Context: an optimization exercise on an open-source flow, tuned for small area and a short achievable clock period. The choices shown serve that exercise and are no tape-out recipe. The RTL was checked by simulation tests, not by an equivalence proof against the original design. Power figures rest on the tool's default switching activity, not on a simulated workload.

violet:
==> flow/design.v <==
module ula_row #(parameter W = 8, parameter STYLE = 0) (
    input  wire [W-1:0] x,
    input  wire [W-1:0] y,
    input  wire         ci,
    output wire [W-1:0] s,
    output wire         co
);
    genvar j, l;
    generate
        if (STYLE == 2) begin : g_op
            assign {co, s} = {1'b0, x} + {1'b0, y} + {{W{1'b0}}, ci};
        end else if (STYLE == 0 || W < 2) begin : g_rip
            wire [W:0] c;
            assign c[0] = ci;
            for (j = 0; j < W; j = j + 1) begin : g_b
                assign s[j] = x[j] ^ y[j] ^ c[j];
                assign c[j+1] = (x[j] & y[j]) | ((x[j] ^ y[j]) & c[j]);
            end
            assign co = c[W];
        end else begin : g_skl
            localparam N = W + 1;
            localparam L = (N <= 2) ? 1 : (N <= 4) ? 2 : (N <= 8) ? 3 : (N <= 16) ? 4 : (N <= 32) ? 5 : 6;
            wire [N-1:0] g [0:L];
            wire [N-1:0] p [0:L];
            wire [W-1:0] h = x ^ y;
            assign g[0] = {x & y, ci};
            assign p[0] = {h, 1'b0};
            for (l = 0; l < L; l = l + 1) begin : g_l
                for (j = 0; j < N; j = j + 1) begin : g_n
                    if ((j >> l) & 1) begin : g_c
                        assign g[l+1][j] = g[l][j] | (p[l][j] & g[l][((j >> l) << l) - 1]);
                        assign p[l+1][j] = p[l][j] & p[l][((j >> l) << l) - 1];
                    end else begin : g_p
                        assign g[l+1][j] = g[l][j];
                        assign p[l+1][j] = p[l][j];
                    end
                end
            end
            assign s = h ^ g[L][W-1:0];
            assign co = g[L][W];
        end
    endgenerate
endmodule
module ula_top (
    input wire clk,
    input wire rst,
    input wire [31:0] operand_a,
    input wire [31:0] operand_b,
    input wire [3:0] opcode,
    output reg [31:0] result,
    output wire [1:0] overflow,
    output reg [1:0] compareResult,
    output wire [1:0] errorFlag
);
    parameter K1 = 11;        
    parameter M3 = 6;        
    parameter FASTW = 2;     
    parameter STYLE_FAST = 1;
    localparam ADD = 4'd3, SUB = 4'd4, MUL = 4'd5, DIV = 4'd6, AND = 4'd7,
               OR = 4'd8, SHL = 4'd9, SHR = 4'd10, CMP = 4'd11, NOT = 4'd12;
    genvar i;
    wire [31:0] A = operand_a;
    wire [31:0] B = operand_b;
    wire [3:0] OP = opcode;
    wire big = |B[31:5];
    wire bz = ~|B;
    wire [31:0] oh = 32'd1 << B[4:0];
    wire is_mul = (OP == MUL) | (OP == SHL);
    wire is_div = (OP == DIV) | (OP == SHR);
    wire is_as  = (OP == ADD) | (OP == SUB);
    wire neg0   = (OP == SUB) | (OP == CMP) | is_div;
    wire zero0  = ((OP == DIV) & bz) | (((OP == SHL) | (OP == SHR)) & big);
    wire [31:0] bv = ((OP == SHL) | (OP == SHR)) ? oh : B;
    wire [31:0] yraw = is_mul ? A : bv;
    wire [31:0] y0 = neg0 ? ~yraw : yraw;
    wire [31:0] hz;
    assign hz[0] = 1'b1;
    generate for (i = 1; i < 32; i = i + 1) begin : g_hz
        assign hz[i] = (OP == SHR) ? (B[4:0] <= 31 - i) : ~|B[31:32-i];
    end endgenerate
    wire [31:0] en0 = is_mul ? bv : is_div ? hz : {31'b0, is_as};
    wire [31:0] x0 = ((OP == ADD) | (OP == SUB) | (OP == CMP) | is_div) ? A :
                     (OP == AND) ? (A & B) :
                     (OP == OR)  ? (A | B) :
                     (OP == NOT) ? ~A : 32'b0;
    wire [31:0] xs [0:32];
    wire [31:0] sel;
    wire [31:0] ys [0:32];
    wire [31:0] ens [0:32];
    wire negs [0:32];
    wire divs [0:32];
    reg [31:0] x1, y1, en1;
    reg [K1-1:0] q1;
    reg neg1, div1, cmp1, dz1, zero1;
    reg [31:0] x2, y2;
    reg [M3-1:0] en2;
    reg [31-M3:0] q2;
    reg neg2, div2;
    assign xs[32] = x0; assign ys[32] = y0; assign ens[32] = en0;
    assign negs[32] = neg0; assign divs[32] = is_div;
    generate for (i = 31; i >= 0; i = i - 1) begin : g_row
        localparam W = 32 - i;
        wire [31:0] xin = (i == 31 - K1) ? x1 : (i == M3 - 1) ? x2 : xs[i+1];
        wire [31:0] yin = (i == 31 - K1) ? y1 : (i == M3 - 1) ? y2 : ys[i+1];
        wire [31:0] ein = (i == 31 - K1) ? en1 : (i == M3 - 1) ? {{(32-M3){1'b0}}, en2} : ens[i+1];
        wire nin = (i == 31 - K1) ? neg1 : (i == M3 - 1) ? neg2 : negs[i+1];
        wire din = (i == 31 - K1) ? div1 : (i == M3 - 1) ? div2 : divs[i+1];
        wire [W-1:0] s;
        wire co;
        ula_row #(.W(W), .STYLE(W >= FASTW ? STYLE_FAST : 0)) row (
            .x(xin[31:i]), .y(yin[W-1:0]), .ci(nin), .s(s), .co(co));
        assign sel[i] = ein[i] & (co | ~din);
        if (i > 0) begin : g_n
            assign xs[i] = {sel[i] ? s : xin[31:i], xin[i-1:0]};
        end else begin : g_z
            assign xs[i] = sel[i] ? s : xin;
        end
        assign ys[i] = yin; assign ens[i] = ein; assign negs[i] = nin; assign divs[i] = din;
    end endgenerate
    always @(posedge clk) begin
        x1 <= xs[32 - K1];
        y1 <= y0;
        en1 <= en0;
        q1 <= sel[31:32-K1];
        neg1 <= neg0;
        div1 <= is_div;
        cmp1 <= (OP == CMP);
        dz1 <= (OP == DIV) & bz;
        zero1 <= zero0;
    end
    wire [31:0] cp = x1 ^ y1;
    wire [32:0] cc;
    assign cc[0] = 1'b1;
    generate for (i = 0; i < 32; i = i + 1) begin : g_cmp
        assign cc[i+1] = cp[i] ? cc[i] : x1[i];
    end endgenerate
    wire eq = &cp;
    wire ge = cc[32];
    wire [31:0] res;
    reg err;
    always @(posedge clk) begin
        x2 <= (rst | zero1) ? 32'b0 : cmp1 ? res : xs[M3];
        en2 <= (rst | cmp1 | zero1) ? {M3{1'b0}} : en1[M3-1:0];
        div2 <= ~(rst | cmp1 | zero1) & div1;
        y2 <= y1;
        q2 <= {q1, sel[31-K1:M3]};
        neg2 <= neg1;
        if (rst) compareResult <= 2'b00;
        else if (cmp1) compareResult <= eq ? 2'b00 : ge ? 2'b01 : 2'b10;
        if (rst) err <= 1'b0;
        else if (dz1) err <= 1'b1;
    end
    assign res = div2 ? {q2, sel[M3-1:0]} : xs[0];
    always @* result = res;
    assign overflow = 2'b00;
    assign errorFlag = {1'b0, err};
endmodule
==> flow/config.mk <==
export PLATFORM = sky130hd
export DESIGN_NAME = ula_top
export DESIGN_NICKNAME = ula_top
export VERILOG_FILES = /design/flow/design.v
export SDC_FILE = /design/flow/constraint.sdc
export NUM_CORES = 4
export LEC_CHECK = 0
export ABC_AREA = 1
export CAP_MARGIN = 20
export CORE_MARGIN = 2
export CORE_UTILIZATION = 60
export SLEW_MARGIN = 20
==> flow/constraint.sdc <==
create_clock -name core_clock -period 80.0 [get_ports {clk}]
set_input_delay 16.0000 -clock core_clock [delete_from_list [all_inputs] [get_ports {clk}]]
set_output_delay 16.0000 -clock core_clock [all_outputs]
set_load 0.01 [all_outputs]
standard.sh (not shown) runs the stock make flow with config.mk's settings and CLKGATE_MAP_FILE= SYNTH_SCRIPT=/design/flow/synth_recipe.tcl, a recipe that flattens the netlist after the stock synthesis.
==> flow/flow/run.sh <==
#!/bin/bash
set -euo pipefail
bash standard.sh SETUP_SLACK_MARGIN=46 finish > standard_make.log 2>&1
For yarrow, these inputs were changed with respect to violet:
--- a/flow/design.v
+++ b/flow/design.v
@@ -63,24 +63,24 @@
     wire [31:0] B = operand_b;
     wire [3:0] OP = opcode;
     wire big = |B[31:5];
     wire bz = ~|B;
     wire [31:0] oh = 32'd1 << B[4:0];
-    wire is_mul = (OP == MUL) | (OP == SHL);
-    wire is_div = (OP == DIV) | (OP == SHR);
+    wire is_mul = (OP == MUL) | ((OP == SHL) & ~big);
+    wire is_div = ((OP == DIV) & ~bz) | ((OP == SHR) & ~big);
     wire is_as  = (OP == ADD) | (OP == SUB);
     wire neg0   = (OP == SUB) | (OP == CMP) | is_div;
-    wire zero0  = ((OP == DIV) & bz) | (((OP == SHL) | (OP == SHR)) & big);
-    wire [31:0] bv = ((OP == SHL) | (OP == SHR)) ? oh : B;
-    wire [31:0] yraw = is_mul ? A : bv;
+    wire [31:0] dv = (OP == SHR) ? oh : B;         
+    wire [31:0] mb = (OP == SHL) ? oh : B;         
+    wire [31:0] yraw = is_mul ? A : dv;
     wire [31:0] y0 = neg0 ? ~yraw : yraw;
     wire [31:0] hz;
     assign hz[0] = 1'b1;
     generate for (i = 1; i < 32; i = i + 1) begin : g_hz
-        assign hz[i] = (OP == SHR) ? (B[4:0] <= 31 - i) : ~|B[31:32-i];
+        assign hz[i] = ~|dv[31:32-i];
     end endgenerate
-    wire [31:0] en0 = is_mul ? bv : is_div ? hz : {31'b0, is_as};
+    wire [31:0] en0 = is_mul ? mb : is_div ? hz : {31'b0, is_as};
     wire [31:0] x0 = ((OP == ADD) | (OP == SUB) | (OP == CMP) | is_div) ? A :
                      (OP == AND) ? (A & B) :
                      (OP == OR)  ? (A | B) :
                      (OP == NOT) ? ~A : 32'b0;
     wire [31:0] xs [0:32];
@@ -89,11 +89,11 @@
     wire [31:0] ens [0:32];
     wire negs [0:32];
     wire divs [0:32];
     reg [31:0] x1, y1, en1;
     reg [K1-1:0] q1;
-    reg neg1, div1, cmp1, dz1, zero1;
+    reg neg1, div1, cmp1, dz1;
     reg [31:0] x2, y2;
     reg [M3-1:0] en2;
     reg [31-M3:0] q2;
     reg neg2, div2;
     assign xs[32] = x0; assign ys[32] = y0; assign ens[32] = en0;
@@ -124,11 +124,10 @@
         q1 <= sel[31:32-K1];
         neg1 <= neg0;
         div1 <= is_div;
         cmp1 <= (OP == CMP);
         dz1 <= (OP == DIV) & bz;
-        zero1 <= zero0;
     end
     wire [31:0] cp = x1 ^ y1;
     wire [32:0] cc;
     assign cc[0] = 1'b1;
     generate for (i = 0; i < 32; i = i + 1) begin : g_cmp
@@ -137,13 +136,13 @@
     wire eq = &cp;
     wire ge = cc[32];
     wire [31:0] res;
     reg err;
     always @(posedge clk) begin
-        x2 <= (rst | zero1) ? 32'b0 : cmp1 ? res : xs[M3];
-        en2 <= (rst | cmp1 | zero1) ? {M3{1'b0}} : en1[M3-1:0];
-        div2 <= ~(rst | cmp1 | zero1) & div1;
+        x2 <= rst ? 32'b0 : cmp1 ? res : xs[M3];
+        en2 <= (rst | cmp1) ? {M3{1'b0}} : en1[M3-1:0];
+        div2 <= ~(rst | cmp1) & div1;
         y2 <= y1;
         q2 <= {q1, sel[31-K1:M3]};
         neg2 <= neg1;
         if (rst) compareResult <= 2'b00;
         else if (cmp1) compareResult <= eq ? 2'b00 : ge ? 2'b01 : 2'b10;
[summary]
yarrow gives more cell area after layout than violet did. Higher cell area after synthesis was reported by violet, not yarrow. yarrow — fill cell instance count of the final layout 92 lower, violet as reference. Maximum number of pins on one net before global-route repair in yarrow is 15 lower than in violet. On hold buffer count at CTS, yarrow and violet are neck and neck. yarrow ended up with a higher utilization after layout than violet did. Compared with violet, yarrow shows per-instance average area after synthesis that has gone down by a few percent. Total power in yarrow is 300 uW lower than in violet. [compare] base=violet new=yarrow: number of logic stages on the critical path including buffering has decreased; sequential cell area fell by about 0.6%.

==> re-timing with driven ports <==
How much do the figures lean on ideal ports? The routed layouts below were timed once more, with nothing changed but the port constraints. Step 1, drivers: a clkbuf_16 drives clk and a buf_2 each remaining input, both assumed. Step 2 moves the port delays by t, midway between the first and last clock arrival at a register: inputs arrive t later, outputs are due t later. That takes back most of the time a late clock gives input paths. Three values: ideal, step 1, step 2; two values: the first two.
run | shift t [ns] | setup slack, ns | worst hold slack (ns) | worst slew at a driven data input, ns
violet | 0.646 | 46.823 / 46.763 / 46.597 | 0.326 / 0.326 / 0.326 | 0.08
yarrow | 0.611 | 46.824 / 46.762 / 46.351 | 0.325 / 0.325 / 0.325 | 0.04
After both steps every run listed still meets setup and hold. The setup slack of yarrow, which loses most, moves by -0.062 ns with the drivers and by -0.473 ns with both steps.
